This is an optimization exercise on Yosys and OpenROAD, whose aim is small area, a short achievable clock period and few clock cycles, not a production implementation. Function was checked by simulation only, so behaviour that the tests miss may differ from the original. Power figures rest on the tool's default switching activity, not on a simulated workload.

==> flow/design.v <==
module ARM(
    input CLK,
    input Reset,
    input [31:0] Instr,
    input [31:0] ReadData,
    output MemWrite,
    output [31:0] PC,
    output [31:0] ALUResult,
    output [31:0] WriteData
);
    reg [31:0] pc_r;
    reg [31:0] ir;
    reg [3:0]  ra1, ra2;
    reg [14:0] oh1, oh2;           
    reg        id_valid;
    reg        ex_valid;
    reg [3:0]  ex_cond;
    reg        ex_ld, ex_st, ex_mul, ex_div, ex_b, ex_alu;
    reg [1:0]  ex_aluop;           
    reg        ex_fcv, ex_we;
    reg [3:0]  ex_rd;
    reg [31:0] ex_A, ex_B;
    reg [31:0] ex_addr;            
    reg        fN, fZ, fC, fV;
    reg        m_busy;
    reg [4:0]  m_cnt;
    reg [31:0] rf [0:14];
    assign PC = pc_r;
    function cond_pass;
        input [3:0] c;
        input N, Z, C, V;
        begin
            case (c)
                4'b0000: cond_pass = Z;
                4'b0001: cond_pass = ~Z;
                4'b0010: cond_pass = C;
                4'b0011: cond_pass = ~C;
                4'b0100: cond_pass = N;
                4'b0101: cond_pass = ~N;
                4'b0110: cond_pass = V;
                4'b0111: cond_pass = ~V;
                4'b1000: cond_pass = ~Z & C;
                4'b1001: cond_pass = Z | ~C;
                4'b1010: cond_pass = ~(N ^ V);
                4'b1011: cond_pass = N ^ V;
                4'b1100: cond_pass = ~Z & ~(N ^ V);
                4'b1101: cond_pass = Z | (N ^ V);
                default: cond_pass = 1'b1;
            endcase
        end
    endfunction
    wire cond_ok = cond_pass(ex_cond, fN, fZ, fC, fV);
    wire ex_go = ex_valid & cond_ok;
    wire [31:0] srcB = ex_B;
    wire        sub  = ex_aluop[0];
    wire [32:0] sum  = {1'b0, ex_A} + {1'b0, sub ? ~srcB : srcB} + {32'b0, sub};
    reg  [31:0] alu_out;
    always @(*) begin
        case (ex_aluop)
            2'b10: alu_out = ex_A & srcB;
            2'b11: alu_out = ex_A | srcB;
            default: alu_out = sum[31:0];
        endcase
    end
    wire cout  = sum[32] ^ sub;
    wire aN    = sum[31];
    wire [31:0] z_x = sub ? ~srcB : srcB;
    wire [31:0] z_p = ex_A ^ z_x;
    wire [31:0] z_k = {ex_A[30:0] | z_x[30:0], sub};
    wire aZ    = ~|(z_p ^ z_k);
    wire aV    = (ex_A[31] ^ sum[31]) & ~(ex_A[31] ^ srcB[31] ^ sub);
    always @(posedge CLK) begin
        if (ex_go & ex_fcv) begin fN <= aN; fZ <= aZ; fC <= cout; fV <= aV; end
    end
    wire [31:0] m_P = ex_addr;    
    wire [31:0] mul_res = m_P + (ex_B[0] ? ex_A : 32'd0)
                              + (ex_B[1] ? {ex_A[30:0], 1'b0} : 32'd0)
                              + (ex_B[2] ? {ex_A[29:0], 2'b0} : 32'd0)
                              + (ex_B[3] ? {ex_A[28:0], 3'b0} : 32'd0);
    wire mul_done = (ex_B[31:4] == 28'd0) | (ex_A[27:0] == 28'd0);
    function [5:0] clz32;
        input [31:0] x;
        reg [7:0] nz;
        reg [1:0] c [0:7];
        reg [2:0] f;
        integer k;
        begin
            for (k = 0; k < 8; k = k + 1) begin
                nz[k] = |x[4*k +: 4];
                c[k] = x[4*k+3] ? 2'd0 : x[4*k+2] ? 2'd1 : x[4*k+1] ? 2'd2 : 2'd3;
            end
            f = nz[7] ? 3'd0 : nz[6] ? 3'd1 : nz[5] ? 3'd2 : nz[4] ? 3'd3 :
                nz[3] ? 3'd4 : nz[2] ? 3'd5 : nz[1] ? 3'd6 : 3'd7;
            clz32 = (nz == 8'd0) ? 6'd32 : {1'b0, f, c[7 - f]};
        end
    endfunction
    wire [5:0] clzA = clz32(ex_A);
    wire [5:0] clzB = clz32(ex_B);
    wire       divB0 = (ex_B == 32'd0);
    function [31:0] smear;
        input [31:0] x;
        reg [31:0] t;
        begin
            t = x | (x >> 1);
            t = t | (t >> 2);
            t = t | (t >> 4);
            t = t | (t >> 8);
            smear = t | (t >> 16);
        end
    endfunction
    wire [31:0] smA = smear(ex_A);
    wire       div_small = |(ex_B & ~smA);        
    wire [5:0] div_diff = clzB - clzA;
    wire       div_ge = ~cout;                    
    wire [31:0] div_q = {ex_addr[30:0], div_ge};
    wire       div_done = m_busy ? (m_cnt == 5'd0) : (divB0 | div_small);
    wire [31:0] div_res = m_busy ? div_q : {32{divB0}};
    wire mul_swap = ~m_busy & ~mul_done & (|(ex_B & ~{smA[27:0], 4'hF}));
    wire m_done = ex_mul ? (mul_done & ~mul_swap) : div_done;
    wire stall_ex = ex_go & (ex_mul | ex_div) & ~m_done;
    assign ALUResult = ex_addr;
    assign WriteData = ex_B;
    assign MemWrite  = ex_go & ex_st;
    wire        wb_we = ex_go & ex_we & ~stall_ex;
    wire [31:0] wb_d  = ({32{ex_mul}} & mul_res) | ({32{ex_div}} & div_res) |
                        ({32{ex_ld}} & ReadData) | ({32{ex_alu}} & alu_out);
    always @(posedge CLK)
        if (wb_we) rf[ex_rd] <= wb_d;
    wire br_taken = ex_go & ex_b;
    wire       i_md  = ((Instr[27:25] == 3'b000) & (Instr[7:4] == 4'b1001) & (Instr[24:21] == 4'b0000)) |
                       ((Instr[27:20] == 8'b01111111) & (Instr[7:4] == 4'b1111));
    wire       i_st  = (Instr[27:26] == 2'b01) & ~Instr[20];
    wire [3:0] i_ra1 = i_md ? Instr[11:8] : Instr[19:16];
    wire       i_dpimm = (Instr[27:25] == 3'b001);
    wire [3:0] i_ra2 = i_st ? Instr[15:12] : i_dpimm ? 4'd15 : Instr[3:0];
    function [14:0] onehot15;
        input [3:0] a;
        integer k;
        begin
            for (k = 0; k < 15; k = k + 1)
                onehot15[k] = (a == k);
        end
    endfunction
    wire [3:0] d_cond = ir[31:28];
    wire [1:0] d_op   = ir[27:26];
    wire       d_I    = ir[25];
    wire [3:0] d_cmd  = ir[24:21];
    wire       d_S    = ir[20];
    wire       d_mul  = (d_op == 2'b00) & ~d_I & (ir[7:4] == 4'b1001) & (d_cmd == 4'b0000);
    wire       d_dp   = (d_op == 2'b00) & ~d_mul;
    wire       d_div  = (d_op == 2'b01) & (ir[25:20] == 6'b111111) & (ir[7:4] == 4'b1111);
    wire       d_mem  = (d_op == 2'b01) & ~d_div;
    wire       d_ld   = d_mem & ir[20];
    wire       d_st   = d_mem & ~ir[20];
    wire       d_b    = (d_op == 2'b10);
    wire       d_md   = d_mul | d_div;
    wire [3:0] d_rd = d_md ? ir[19:16] : ir[15:12];
    reg [1:0] d_aluop;
    always @(*) begin
        case (d_cmd)
            4'b0000: d_aluop = 2'b10;
            4'b1100: d_aluop = 2'b11;
            4'b0010, 4'b1010: d_aluop = 2'b01;
            default: d_aluop = 2'b00;
        endcase
        if (d_div) d_aluop = 2'b01;
    end
    wire d_arith = (d_cmd == 4'b0100) | (d_cmd == 4'b0010) | (d_cmd == 4'b1010) | (d_cmd == 4'b1011);
    wire d_cmpn  = (d_cmd[3:1] == 3'b101);
    wire d_fcv = d_dp & d_S & d_arith;
    wire d_we  = (d_dp & ~d_cmpn) | d_ld | d_md;
    wire       d_shreg = d_dp & ~d_I;
    wire [4:0] d_shamt = d_shreg ? ir[11:7] : 5'd0;
    wire [1:0] d_sh    = d_shreg ? ir[6:5] : 2'b11;
    wire [4:0] d_rot   = (d_sh == 2'b00) ? (5'd0 - d_shamt) : d_shamt;
    reg [31:0] rf1, rf2;
    integer j;
    always @(*) begin
        rf1 = 32'd0;
        rf2 = 32'd0;
        for (j = 0; j < 15; j = j + 1) begin
            rf1 = rf1 | (rf[j] & {32{oh1[j]}});
            rf2 = rf2 | (rf[j] & {32{oh2[j]}});
        end
    end
    wire        m_norm = ex_go & ex_div & ~m_busy & ~divB0 & ~div_small;
    wire [31:0] s_in  = m_norm ? ex_B : rf2;
    wire [4:0]  s_rot = m_norm ? (clzA[4:0] - clzB[4:0]) : d_rot;
    wire [31:0] r0 = s_rot[4] ? {s_in[15:0], s_in[31:16]} : s_in;
    wire [31:0] r1 = s_rot[3] ? {r0[7:0], r0[31:8]} : r0;
    wire [31:0] r2 = s_rot[2] ? {r1[3:0], r1[31:4]} : r1;
    wire [31:0] r3 = s_rot[1] ? {r2[1:0], r2[31:2]} : r2;
    wire [31:0] rot = s_rot[0] ? {r3[0], r3[31:1]} : r3;
    reg  [31:0] kill;
    integer i;
    always @(*) begin
        for (i = 0; i < 32; i = i + 1)
            kill[i] = ~m_norm & (((d_sh == 2'b00) & (i < d_shamt)) |
                      (~d_sh[1] & d_sh[0] | d_sh[1] & ~d_sh[0]) & ((31 - i) < d_shamt));
    end
    wire fill = (d_sh == 2'b10) & s_in[31];
    wire [31:0] sh_out = (rot & ~kill) | ({32{fill}} & kill);
    wire [31:0] d_opB  = sh_out | ((d_I & d_dp) ? {24'b0, ir[7:0]} : 32'd0);
    wire [31:0] rd1 = (wb_we && ex_rd == ra1) ? wb_d : rf1;
    wire [31:0] rd2 = (wb_we && ex_rd == ra2) ? wb_d : d_opB;
    wire [31:0] pc_plus4 = pc_r + 32'd4;
    wire [31:0] m_off = ir[23] ? {20'b0, ir[11:0]} : -{20'b0, ir[11:0]};
    wire [31:0] b_off = {{6{ir[23]}}, ir[23:0], 2'b00};
    wire [31:0] a_base = d_b ? pc_plus4 : rf1;
    wire [31:0] a_off  = d_b ? b_off : m_off;
    wire [31:0] d_addr = a_base + a_off;
    wire stall_id = id_valid & ex_go & ex_we &
                    ((d_mem & (ex_rd == ir[19:16])) |
                     (d_shreg & (d_shamt != 5'd0) & (ex_rd == ra2)));
    wire id_bres  = id_valid & d_b & ~(ex_valid & ex_fcv) & ~stall_ex;
    wire id_btake = id_bres & cond_pass(d_cond, fN, fZ, fC, fV);
    always @(posedge CLK or posedge Reset) begin
        if (Reset) begin
            pc_r     <= 32'd0;
            id_valid <= 1'b0;
            ex_valid <= 1'b0;
            m_busy   <= 1'b0;
        end else begin
            m_busy <= stall_ex;
            if (br_taken) begin
                pc_r     <= ex_addr;
                id_valid <= 1'b0;
                ex_valid <= 1'b0;
            end else if (stall_ex) begin
            end else if (id_btake) begin
                pc_r     <= d_addr;
                id_valid <= 1'b0;
                ex_valid <= 1'b0;
            end else if (stall_id) begin
                ex_valid <= 1'b0;
            end else begin
                pc_r     <= pc_plus4;
                id_valid <= 1'b1;
                ex_valid <= id_valid;
            end
        end
    end
    always @(posedge CLK) begin
        if (~stall_ex & ~stall_id) begin
            ir  <= Instr;
            ra1 <= i_ra1;
            ra2 <= i_ra2;
            oh1 <= onehot15(i_ra1);
            oh2 <= onehot15(i_ra2);
        end
        if (stall_ex) begin
            if (ex_mul & mul_swap) begin
                ex_addr <= 32'd0;
                ex_A    <= ex_B;
                ex_B    <= ex_A;
            end else if (ex_mul) begin
                ex_addr <= mul_res;
                ex_A    <= {ex_A[27:0], 4'b0};
                ex_B    <= {4'b0, ex_B[31:4]};
            end else if (~m_busy) begin
                ex_addr <= 32'd0;
                m_cnt   <= div_diff[4:0];
                ex_B    <= sh_out;
            end else begin
                ex_addr <= div_q;
                m_cnt   <= m_cnt - 5'd1;
                if (div_ge) ex_A <= sum[31:0];
                ex_B    <= {1'b0, ex_B[31:1]};
            end
        end else begin
            ex_cond   <= d_cond;
            ex_ld     <= d_ld;
            ex_alu    <= d_dp;
            ex_st     <= d_st;
            ex_mul    <= d_mul;
            ex_div    <= d_div;
            ex_b      <= d_b & ~id_bres;
            ex_aluop  <= d_aluop;
            ex_fcv    <= d_fcv;
            ex_we     <= d_we;
            ex_rd     <= d_rd;
            ex_A      <= rd1;
            ex_B      <= rd2;
            ex_addr   <= d_mul ? 32'd0 : d_addr;
        end
    end
endmodule
clock: 14.0 ns
lec_check: 0
abc_area: 1
cap_margin: 20
core_margin: 2
core_utilization: 45
slew_margin: 20
standard.sh (not shown) runs the stock make flow with config.mk's settings and CLKGATE_MAP_FILE= SYNTH_SCRIPT=/design/flow/synth_recipe.tcl, a recipe that flattens the netlist after the stock synthesis.
==> flow/flow/run.sh <==
#!/bin/bash
set -euo pipefail
cd "$(dirname "$0")/.."
bash standard.sh SETUP_SLACK_MARGIN=9 finish > flow_standard.log 2>&1
Testbench counts at the start, summed over its fixed seeds: cycles 19,864.
Edit:
--- a/flow/design.v
+++ b/flow/design.v
@@ -207,11 +207,11 @@
     wire [31:0] m_off = ir[23] ? {20'b0, ir[11:0]} : -{20'b0, ir[11:0]};
     wire [31:0] b_off = {{6{ir[23]}}, ir[23:0], 2'b00};
     wire [31:0] a_base = d_b ? pc_plus4 : rf1;
     wire [31:0] a_off  = d_b ? b_off : m_off;
     wire [31:0] d_addr = a_base + a_off;
-    wire stall_id = id_valid & ex_go & ex_we &
+    wire stall_id = id_valid & ex_valid & ex_we &
                     ((d_mem & (ex_rd == ir[19:16])) |
                      (d_shreg & (d_shamt != 5'd0) & (ex_rd == ra2)));
     wire id_bres  = id_valid & d_b & ~(ex_valid & ex_fcv) & ~stall_ex;
     wire id_btake = id_bres & cond_pass(d_cond, fN, fZ, fC, fV);
     always @(posedge CLK or posedge Reset) begin
The changed run completed without violations; routed wire length drops by 2.2%; total power climbs by 1.9%; cell area barely changes; final cell count drops by 2.3%; critical path depth climbs by 4; worst hold slack got worse by 0.033 ns; global-route usage drops by 0.66 points; setup slack improved by 0.20 ns.
Testbench counts after the change, summed over its fixed seeds: cycles 19,913.

==> re-timing with driven ports <==
Ports are ideal in the flow. The routed layouts listed here were re-timed in OpenROAD.
Step 1: set_driving_cell puts a clkbuf_16 on CLK and a buf_2 on each other input, an assumption about the parent block.
Step 2 moves the port delays by t, midway between the first and last clock arrival at a register: inputs arrive t later, outputs are due t later. That takes back most of the time a late clock gives input paths.
Three values: ideal ports, drivers, drivers and shift; two values: the first two.
| run | t, ns | setup slack, ns | worst register clock-pin slew, ns | cell pins on the clock port's net |
|---|---|---|---|---|
| the first run | 0.746 | 8.771 / 8.698 / 8.591 | 0.08 / 0.08 | 1 |
| the second run | 0.722 | 8.976 / 8.921 / 8.551 | 0.07 / 0.07 | 1 |
After both steps every run listed still meets setup and hold. For the second run, which loses most, drivers alone change the setup slack by -0.055 ns; drivers and shift together by -0.425 ns.
